Background: an optimization exercise with open tools, aiming at small area and a short achievable clock period. Do not read the settings as production practice.
RTL that was checked went through simulation tests only; none was proved equivalent to the original.
No activity file was given, so power comes from the tool's default toggle rates.

## matmul
module matmul(A,B,y,clk);
    input logic [31:0] A;
    input logic [31:0] B;
    output logic [31:0] y;
    input logic clk;
    logic [7:0] y00, y01, y10, y11;
    matmul_dot2 u00 (.a0(A[31:24]), .b0(B[31:24]), .a1(A[23:16]), .b1(B[15:8]), .y(y00));
    matmul_dot2 u01 (.a0(A[31:24]), .b0(B[23:16]), .a1(A[23:16]), .b1(B[7:0]),  .y(y01));
    matmul_dot2 u10 (.a0(A[15:8]),  .b0(B[31:24]), .a1(A[7:0]),   .b1(B[15:8]), .y(y10));
    matmul_dot2 u11 (.a0(A[15:8]),  .b0(B[23:16]), .a1(A[7:0]),   .b1(B[7:0]),  .y(y11));
    always_ff @(posedge clk)
        y <= {y00, y01, y10, y11};
endmodule
Size in the first run: about 800 cells after synthesis, ~32 flip-flops.
clock: 10.0 ns
lec_check: 0
cap_margin: 20
core_margin: 2
core_utilization: 40
cts_buf_list: sky130_fd_sc_hd__clkbuf_4 sky130_fd_sc_hd__clkbuf_8
slew_margin: 20
synth_hierarchical: 1
synth_minimum_keep_size: 0
standard.sh (not shown) runs the stock make flow with config.mk's settings and CLKGATE_MAP_FILE= SYNTH_SCRIPT=/design/flow/synth_recipe.tcl, a recipe that flattens the netlist after the stock synthesis.
==> flow/flow/run.sh <==
#!/bin/bash
# The standard layout (standard.sh) with two changes:
# - buffer_ports gives every port a sky130_fd_sc_hd__buf_6 buffer instead of the delay-buffer
#   cell it picks by default;
# - after global placement, flow/size2.tcl sets each cell that is not near-critical to the smallest drive strength
#   of its family that keeps the worst setup slack, and
#   gives the output ports buf_1 buffers.
# Each tool's full output is in the ORFS logs under orfs/logs; make's output
# is in standard.log.
set -e
export BUFFER_PORTS_ARGS="-buffer_cell sky130_fd_sc_hd__buf_6"
export POST_GLOBAL_PLACE_TCL="$(pwd)/flow/size2.tcl"
bash standard.sh  finish > standard.log 2>&1
Other scripts of this flow, unchanged in this note and not shown: flow/flow/size2.tcl
Then changed:
- CTS_BUF_LIST: sky130_fd_sc_hd__clkbuf_4 sky130_fd_sc_hd__clkbuf_8 -> not set
Result: Non-clock buffer count is unchanged. Wire length came out higher by 0.52%. Utilization came out higher by 0.32 points.


Another version of the RTL of matmul (not shown whole).
For scale: ~97 I/O pins, roughly 0.0065 mm² of cells after synthesis.
export LEC_CHECK = 0
export CAP_MARGIN = 20
export CORE_MARGIN = 2
export CORE_UTILIZATION = 40
export SETUP_SLACK_MARGIN = 5
export SLEW_MARGIN = 20
export SYNTH_HIERARCHICAL = 1
export SYNTH_MINIMUM_KEEP_SIZE = 0
create_clock -name core_clock -period 10.0 [get_ports {clk}]
==> flow/flow/run.sh <==
#!/bin/bash
# The standard layout (standard.sh), except that buffer_ports uses
# sky130_fd_sc_hd__buf_1 for the port buffers instead of the delay-buffer cell it picks by default.
set -e
export BUFFER_PORTS_ARGS="-buffer_cell sky130_fd_sc_hd__buf_1"
bash standard.sh > standard.log 2>&1
Edit:
--- a/flow/flow/run.sh
+++ b/flow/flow/run.sh
@@ -4,3 +4,3 @@
 set -e
 export BUFFER_PORTS_ARGS="-buffer_cell sky130_fd_sc_hd__buf_1"
-bash standard.sh > standard.log 2>&1
+bash standard.sh SETUP_SLACK_MARGIN=6.5 finish > standard.log 2>&1
Settings changed: SETUP_SLACK_MARGIN 5 to unset.
=> Maximum frequency is lower slightly. Combinational power is higher by a few percent. Clock-buffer cell count increases by 3. Total power increases by a few percent. Hold slack gets worse by 0.0041 ns. Sequential power is about the same. First-iteration DRC count is higher by well over a third.
Edit:
--- a/flow/flow/run.sh
+++ b/flow/flow/run.sh
@@ -4,3 +4,3 @@
 set -e
 export BUFFER_PORTS_ARGS="-buffer_cell sky130_fd_sc_hd__buf_1"
-bash standard.sh SETUP_SLACK_MARGIN=6.5 finish > standard.log 2>&1
+bash standard.sh > standard.log 2>&1
Settings changed: SETUP_SLACK_MARGIN set to 3.5.
Cell area drops by 8.8%.
Cell count came out lower by about 3%.
Setup slack is worse by 0.92 ns.
Synthesized cell count stays the same.
Non-clock buffer count fell by 28.
Total power came out lower by 7.9%.
Global-route usage shrinks by 1.9 points.
Wire length fell by 10%.
Sequential power is about the same.


Another version of the RTL of matmul (not shown whole).
Size in the first run: ~730 cells after synthesis, about 32 flip-flops, roughly 97 I/O pins, roughly 0.0065 mm^2 of cells after synthesis.
clock: 10.0 ns
lec_check: 0
cap_margin: 20
core_margin: 2
core_utilization: 40
setup_slack_margin: 4.5
slew_margin: 20
synth_hierarchical: 1
synth_minimum_keep_size: 0
==> flow/flow/run.sh <==
#!/bin/bash
# The standard layout (standard.sh), except that buffer_ports uses
# sky130_fd_sc_hd__buf_1 for the port buffers instead of the delay-buffer cell it picks by default.
set -e
export BUFFER_PORTS_ARGS="-buffer_cell sky130_fd_sc_hd__buf_1"
bash standard.sh  finish > standard.log 2>&1
The starting point finished clean.
Change:
- SETUP_SLACK_MARGIN: 4.5 -> 5
Outcome: Power is about the same. Routed wire length rose by 0.47%. Cell area rose by 0.71%. Clock power stays flat. Count of clock-buffer cells in the layout stays the same. Via count rose by 0.99%. Synthesized cell count stays the same. Critical path depth stays the same. Global-route usage is about the same.
Change:
- CTS_BUF_LIST: default -> sky130_fd_sc_hd__clkbuf_8
Synthesized area is unchanged. Fmax is lower by 0.86%. Global-route usage stays flat. Synthesized cell count does not change. Final cell count is unchanged. Worst setup slack got worse by 0.042 ns. Count of clock-buffer cells in the layout does not change. Core utilization is lower by 0.35 points. Critical path depth does not change. Routed wire length is lower by 0.38%.
Change:
--- a/flow/flow/run.sh
+++ b/flow/flow/run.sh
@@ -6 +6 @@
-bash standard.sh  finish > standard.log 2>&1
+bash standard.sh SETUP_SLACK_MARGIN=5.5 finish > standard.log 2>&1
- CTS_BUF_LIST: sky130_fd_sc_hd__clkbuf_8 -> default
- SETUP_SLACK_MARGIN: 5 -> default
Global-route usage increases by 0.49 points.
Setup slack improves by 0.28 ns.
Area after synthesis stays the same.
Cell area climbs by about 16%.
Total power came out higher by about 9%.
Routed wire length came out higher by about 10%.


Setup of build 5:
Another version of the RTL of matmul (not shown whole).
Size in the first run: about 790 cells after synthesis, roughly 32 flip-flops, roughly 6800 um2 of cells after synthesis.
clock: 10.0 ns
lec_check: 0
cap_margin: 20
core_margin: 2
core_utilization: 40
cts_buf_list: sky130_fd_sc_hd__clkbuf_8
slew_margin: 20
synth_hierarchical: 1
synth_minimum_keep_size: 0
==> flow/flow/run.sh <==
#!/bin/bash
# The standard layout (standard.sh) with two changes:
# - buffer_ports gives every port a sky130_fd_sc_hd__buf_6 buffer instead of the delay-buffer
#   cell it picks by default;
# - after global placement, flow/size2.tcl sets each cell that is not near-critical to the smallest drive strength
#   of its family that keeps the worst setup slack, and
#   gives the output ports buf_1 buffers.
# Each tool's full output is in the ORFS logs under orfs/logs; make's output
# is in standard.log.
set -e
export BUFFER_PORTS_ARGS="-buffer_cell sky130_fd_sc_hd__buf_6"
export POST_GLOBAL_PLACE_TCL="$(pwd)/flow/size2.tcl"
bash standard.sh  finish > standard.log 2>&1
Other scripts of this flow, unchanged in this note and not shown: flow/flow/size2.tcl
#### Input delta (build 28 over build 5)
- GPL_ROUTABILITY_DRIVEN now 0, previously not set
Results
- As far as overall die area goes, build 5 and build 28 are indistinguishable; the numbers are identical.
- The cell count was comparable across build 28 and build 5.
- Power in the clock group delta (build 5 -> build 28): insignificant
- First-pass iteration count of the detailed router came out exactly the same in build 28 and build 5.
- From build 28 to build 5, via count did not move at all.
- From build 28 to build 5, number of flops mapped to enable cells by yosys did not move at all.
- Summary of build 28 over build 5: number of sequential storage elements neither gained nor lost much, layout overhead on the synthesized area neither gained nor lost much, wire length neither gained nor lost much.
#### Input delta (build 18 over build 28)
- CORE_UTILIZATION now 50, was 40
- GPL_ROUTABILITY_DRIVEN no longer set, was 0
==> run notes <==
- STATUS overall power: build 18 loses against build 28
- STATUS final cell area excluding filler cells: build 18 wins against build 28
- Final core utilization: higher on build 18
- When the final numbers for build 28 and build 18 were put side by side, the final cell count turned out to be smaller in build 18.
- Build 28 leaves more setup margin than build 18.
- Summary of build 18 over build 28: power consumed by combinational cells has remained practically unchanged, clock power has increased.
- Build 18 vs build 28 — via count of the first global-routing pass rose 4.8%.
- Changes observed in build 18 relative to build 28: cell area after placement down 90 um2, share of total power in the clock network higher.
#### Input delta (build 53 over build 18)
- changing CORE_UTILIZATION from 50 to 33
### Flow results
Taking build 18 as the reference, in build 53 clock-buffer cell count roughly the same, placed instance area higher.
Routed length on met1 up about 9% in build 53 wrt build 18
Build 53 completed; timing, DRC and antenna clean


v43:
RTL: one of the versions met above, not the one the previous note started from.
For scale: ~800 cells after synthesis, ~97 I/O pins, roughly 6800 um^2 of cells after synthesis.
==> flow/config.mk <==
export PLATFORM = sky130hd
export DESIGN_NAME = matmul
export DESIGN_NICKNAME = matmul
export VERILOG_FILES = /design/flow/design.v
export SDC_FILE = /design/flow/constraint.sdc
export NUM_CORES = 4
export LEC_CHECK = 0
export CAP_MARGIN = 20
export CORE_MARGIN = 2
export CORE_UTILIZATION = 40
export CTS_BUF_LIST = sky130_fd_sc_hd__clkbuf_8
export CTS_CLUSTER_DIAMETER = 200
export CTS_CLUSTER_SIZE = 32
export SLEW_MARGIN = 20
export SYNTH_HIERARCHICAL = 1
export SYNTH_MINIMUM_KEEP_SIZE = 0
==> flow/constraint.sdc <==
create_clock -name core_clock -period 10.0 [get_ports {clk}]
set_input_delay 2.0000 -clock core_clock [delete_from_list [all_inputs] [get_ports {clk}]]
set_output_delay 2.0000 -clock core_clock [all_outputs]
set_load 0.01 [all_outputs]
Scripts as last shown in full above: flow/flow/run.sh
Other scripts of this flow, unchanged in this note and not shown: flow/flow/size2.tcl
Input-level comparison between v44 and v43:
Settings: CTS_CLUSTER_DIAMETER: 200 -> unset; CTS_CLUSTER_SIZE: 32 -> unset.
Results
v44 completed end to end with timing, DRC and antenna clean. Compared v44 against v43; clock-pin slew on the worst setup and hold paths within noise. Status: worst hold slack parity (v44, v43). The number of core rows of v44 and that of v43 are within noise of each other. Re final period utilization: no difference whatsoever between v43 and v44.
Modified inputs, v49 compared to v44
Settings: putting PLACE_DENSITY at 0.75 where nothing was set; clearing CTS_BUF_LIST, which used to be sky130_fd_sc_hd__clkbuf_8; swapping 40 for 60 in CORE_UTILIZATION.
==> comparison <==
- Comparing v44 with v49, the area occupied by multi-input gates came out essentially unchanged.
- Taking v44 as the reference, in v49 combinational share of power went down 2.9 points, global-route wire length before repair went up 500 um.
Here is what was changed in the inputs of v17 compared with v49.
Settings: CTS_BUF_LIST newly set to sky130_fd_sc_hd__clkbuf_8; CORE_UTILIZATION changed from 60 to 40.
| share of cells above drive strength 1 | v17 vs v49 | ≈ equal |
Going from v49 to v17, clock-buffer cell count decreased 1; routed metal-1 wirelength decreased 180 um; final instance area essentially unchanged; fmax increased 0.98%; utilization decreased 23 points.
Taking v49 as the reference, in v17 relative contribution of combinational cells to total power increased by 2.9 points relative to the old numbers, global-route usage moved down, die area +48%, multi-input gate share of total cell area fell by 0.17 points.
Summary: switching power, v17 better than v49


## tundra
Another version of the RTL of matmul (not shown whole).
Settings: LEC_CHECK=0, CAP_MARGIN=20, CORE_MARGIN=2, CORE_UTILIZATION=40, SETUP_SLACK_MARGIN=3.5, SLEW_MARGIN=20, SYNTH_HIERARCHICAL=1, SYNTH_MINIMUM_KEEP_SIZE=0; clock period 10.0 ns.
==> flow/flow/run.sh <==
#!/bin/bash
# The standard layout (standard.sh), except that buffer_ports uses
# sky130_fd_sc_hd__buf_1 for the port buffers instead of the delay-buffer cell it picks by default.
set -e
export BUFFER_PORTS_ARGS="-buffer_cell sky130_fd_sc_hd__buf_1"
bash standard.sh > standard.log 2>&1
tundra completed end to end with timing, DRC and antenna clean.
Input-level comparison between cedar and tundra:
# tundra
export LEC_CHECK = 0
export CAP_MARGIN = 20
export CORE_MARGIN = 2
export CORE_UTILIZATION = 40
export SETUP_SLACK_MARGIN = 3.5
export SLEW_MARGIN = 20
export SYNTH_HIERARCHICAL = 1
export SYNTH_MINIMUM_KEEP_SIZE = 0
create_clock -name core_clock -period 10.0 [get_ports {clk}]
# cedar
export LEC_CHECK = 0
export CAP_MARGIN = 20
export CORE_MARGIN = 2
export CORE_UTILIZATION = 70
export PLACE_DENSITY = 0.8
export SETUP_SLACK_MARGIN = 3.5
export SLEW_MARGIN = 20
export SYNTH_HIERARCHICAL = 1
export SYNTH_MINIMUM_KEEP_SIZE = 0
create_clock -name core_clock -period 10.0 [get_ports {clk}]
## What came out
- The flow did not stop early for cedar: all stages ran, and the layout cleared the timing, DRC and antenna checks.
- cedar vs tundra, startpoint of the worst setup timing path: A[8] vs A[17]
- Non-clock buffer count, cedar and tundra: larger value in tundra
- Taking tundra as the reference, in cedar width of the die saw a decrease, tightest hold margin saw a decrease, proportion of power drawn by the clock network saw a decrease.
- Comparing cedar and tundra, the lower critical path depth is on tundra.
## Diff of input files: willow against cedar
# cedar
export LEC_CHECK = 0
export CAP_MARGIN = 20
export CORE_MARGIN = 2
export CORE_UTILIZATION = 70
export PLACE_DENSITY = 0.8
export SETUP_SLACK_MARGIN = 3.5
export SLEW_MARGIN = 20
export SYNTH_HIERARCHICAL = 1
export SYNTH_MINIMUM_KEEP_SIZE = 0
create_clock -name core_clock -period 10.0 [get_ports {clk}]
# willow
export LEC_CHECK = 0
export CAP_MARGIN = 20
export CORE_MARGIN = 2
export CORE_UTILIZATION = 40
export SLEW_MARGIN = 20
export SYNTH_HIERARCHICAL = 1
export SYNTH_MINIMUM_KEEP_SIZE = 0
create_clock -name core_clock -period 10.0 [get_ports {clk}]
==> flow/run.sh (new file) <==
#!/bin/bash
# synth_recipe.tcl (not shown) runs the flow's synth.tcl, then flattens the netlist and writes it again
# the make line also repeats each setting of config.mk as NAME=value (left out here)
make -C /OpenROAD-flow-scripts/flow DESIGN_CONFIG=/design/flow/config.mk WORK_HOME=/design/flow/orfs CLKGATE_MAP_FILE= SYNTH_SCRIPT=/design/flow/synth_recipe.tcl finish
removed: flow/flow/run.sh
removed: flow/standard.sh
Results
willow vs. cedar: floorplan row count increased by 12 relative to the old numbers, fmax decreased by 16 MHz relative to the old numbers.
| total stage count of the critical path | willow vs cedar | 1 lower |
Number of ordinary and repair buffers in the finished layout was higher in cedar than in willow.
willow vs cedar: final-layout worst hold slack up
Any difference in largest net degree at the start of global routing between willow and cedar is small enough to ignore.
willow has less setup slack than cedar.
The post-route fraction of the period consumed by the critical path number comes out higher for willow vs cedar.
Higher post-layout instance count excluding filler cells was reported by willow, not cedar.
Across both runs, final period demand of the worst path was higher for willow than for cedar.
Power: cedar and willow compared, lower one is cedar
### willow -> juniper
# willow
export LEC_CHECK = 0
export CAP_MARGIN = 20
export CORE_MARGIN = 2
export CORE_UTILIZATION = 40
export SLEW_MARGIN = 20
export SYNTH_HIERARCHICAL = 1
export SYNTH_MINIMUM_KEEP_SIZE = 0
create_clock -name core_clock -period 10.0 [get_ports {clk}]
# juniper
export LEC_CHECK = 0
export CAP_MARGIN = 20
export CORE_MARGIN = 2
export CORE_UTILIZATION = 40
export SETUP_SLACK_MARGIN = 5
export SLEW_MARGIN = 20
export SYNTH_HIERARCHICAL = 1
export SYNTH_MINIMUM_KEEP_SIZE = 0
create_clock -name core_clock -period 10.0 [get_ports {clk}]
==> flow/flow/run.sh (new file) <==
#!/bin/bash
# The standard layout (standard.sh), except that buffer_ports uses
# sky130_fd_sc_hd__buf_1 for the port buffers instead of the delay-buffer cell it picks by default.
set -e
export BUFFER_PORTS_ARGS="-buffer_cell sky130_fd_sc_hd__buf_1"
bash standard.sh > standard.log 2>&1
==> flow/standard.sh (new file) <==
#!/bin/bash
# synth_recipe.tcl (not shown) runs the flow's synth.tcl, then flattens the netlist and writes it again
# the make line also repeats each setting of config.mk as NAME=value (left out here)
make -C /OpenROAD-flow-scripts/flow DESIGN_CONFIG=/design/flow/config.mk WORK_HOME=/design/flow/orfs CLKGATE_MAP_FILE= SYNTH_SCRIPT=/design/flow/synth_recipe.tcl "${@:-finish}"
removed: flow/run.sh
[summary]
Changes observed in juniper relative to willow: setup slack rose by 1290 ps, filler-free cell count of the finished design rose by 0.53%. Fmax: juniper above willow. willow has lower power dissipated in the clock network than juniper. Diff willow -> juniper | final total power | down by a few percent. For net switching component of the power, dividing the value from juniper by the value from willow gives 1.08. willow has a lower met1 wire length than juniper. In the reports for willow and juniper, the larger final-layout fill cell count belongs to willow. In terms of sequential share of layout area, willow and juniper differ only marginally.
Function was not checked in any run of this note: the RTL went through the layout flow alone.

static timing again, ports no longer ideal:
Ports are ideal in the flow. The routed layouts listed here were re-timed in OpenROAD. Step 1 assumes that a clkbuf_16 drives the clock port and a buf_2 every other input. Step 2 also shifts input and output timing later by t, the mid clock arrival at the registers, as if the neighbouring blocks saw the same clock. Slacks: ideal ports / drivers / drivers and shift; pairs: ideal ports / drivers.
| run | t, ns | setup slack, ns | worst setup path after step 2 |
|---|---|---|---|
| the first run of note 1 | 0.345 | 5.689 / 5.695 / 5.351 | input to register |
| the second run of note 1 | 0.332 | 5.652 / 5.663 / 5.331 | input to register |
| the first run of note 2 | 0.328 | 5.000 / 5.003 / 4.675 | input to register |
| the second run of note 2 | 0.332 | 4.975 / 4.937 / 4.605 | input to register |
| the third run of note 2 | 0.326 | 4.052 / 4.067 / 3.741 | input to register |
| the first run of note 3 | 0.333 | 4.828 / 4.841 / 4.509 | input to register |
| the second run of note 3 | 0.333 | 5.162 / 5.171 / 4.839 | input to register |
| the third run of note 3 | 0.352 | 5.120 / 5.125 / 4.773 | input to register |
| the fourth run of note 3 | 0.320 | 5.401 / 5.408 / 5.088 | input to register |
| build 5 | 0.322 | 5.694 / 5.673 / 5.351 | input to register |
| build 28 | 0.322 | 5.694 / 5.673 / 5.351 | input to register |
| build 18 | 0.346 | 5.621 / 5.611 / 5.265 | input to register |
| build 53 | 0.347 | 5.684 / 5.680 / 5.334 | input to register |
| v43 | 0.345 | 5.694 / 5.707 / 5.363 | input to register |
| v44 | 0.345 | 5.694 / 5.707 / 5.363 | input to register |
| v49 | 0.312 | 5.618 / 5.615 / 5.302 | input to register |
| v17 | 0.329 | 5.661 / 5.659 / 5.330 | input to register |
| tundra | 0.331 | 3.729 / 3.746 / 3.415 | input to register |
| cedar | 0.318 | 3.627 / 3.635 / 3.317 | input to register |
| willow | 0.330 | 2.922 / 2.933 / 2.603 | input to register |
| juniper | 0.330 | 4.213 / 4.214 / 3.884 | input to register |
After both steps setup and hold are still met in every run listed. The setup slack of the second run of note 2, which loses most, moves by -0.038 ns with the drivers and by -0.370 ns with both steps.
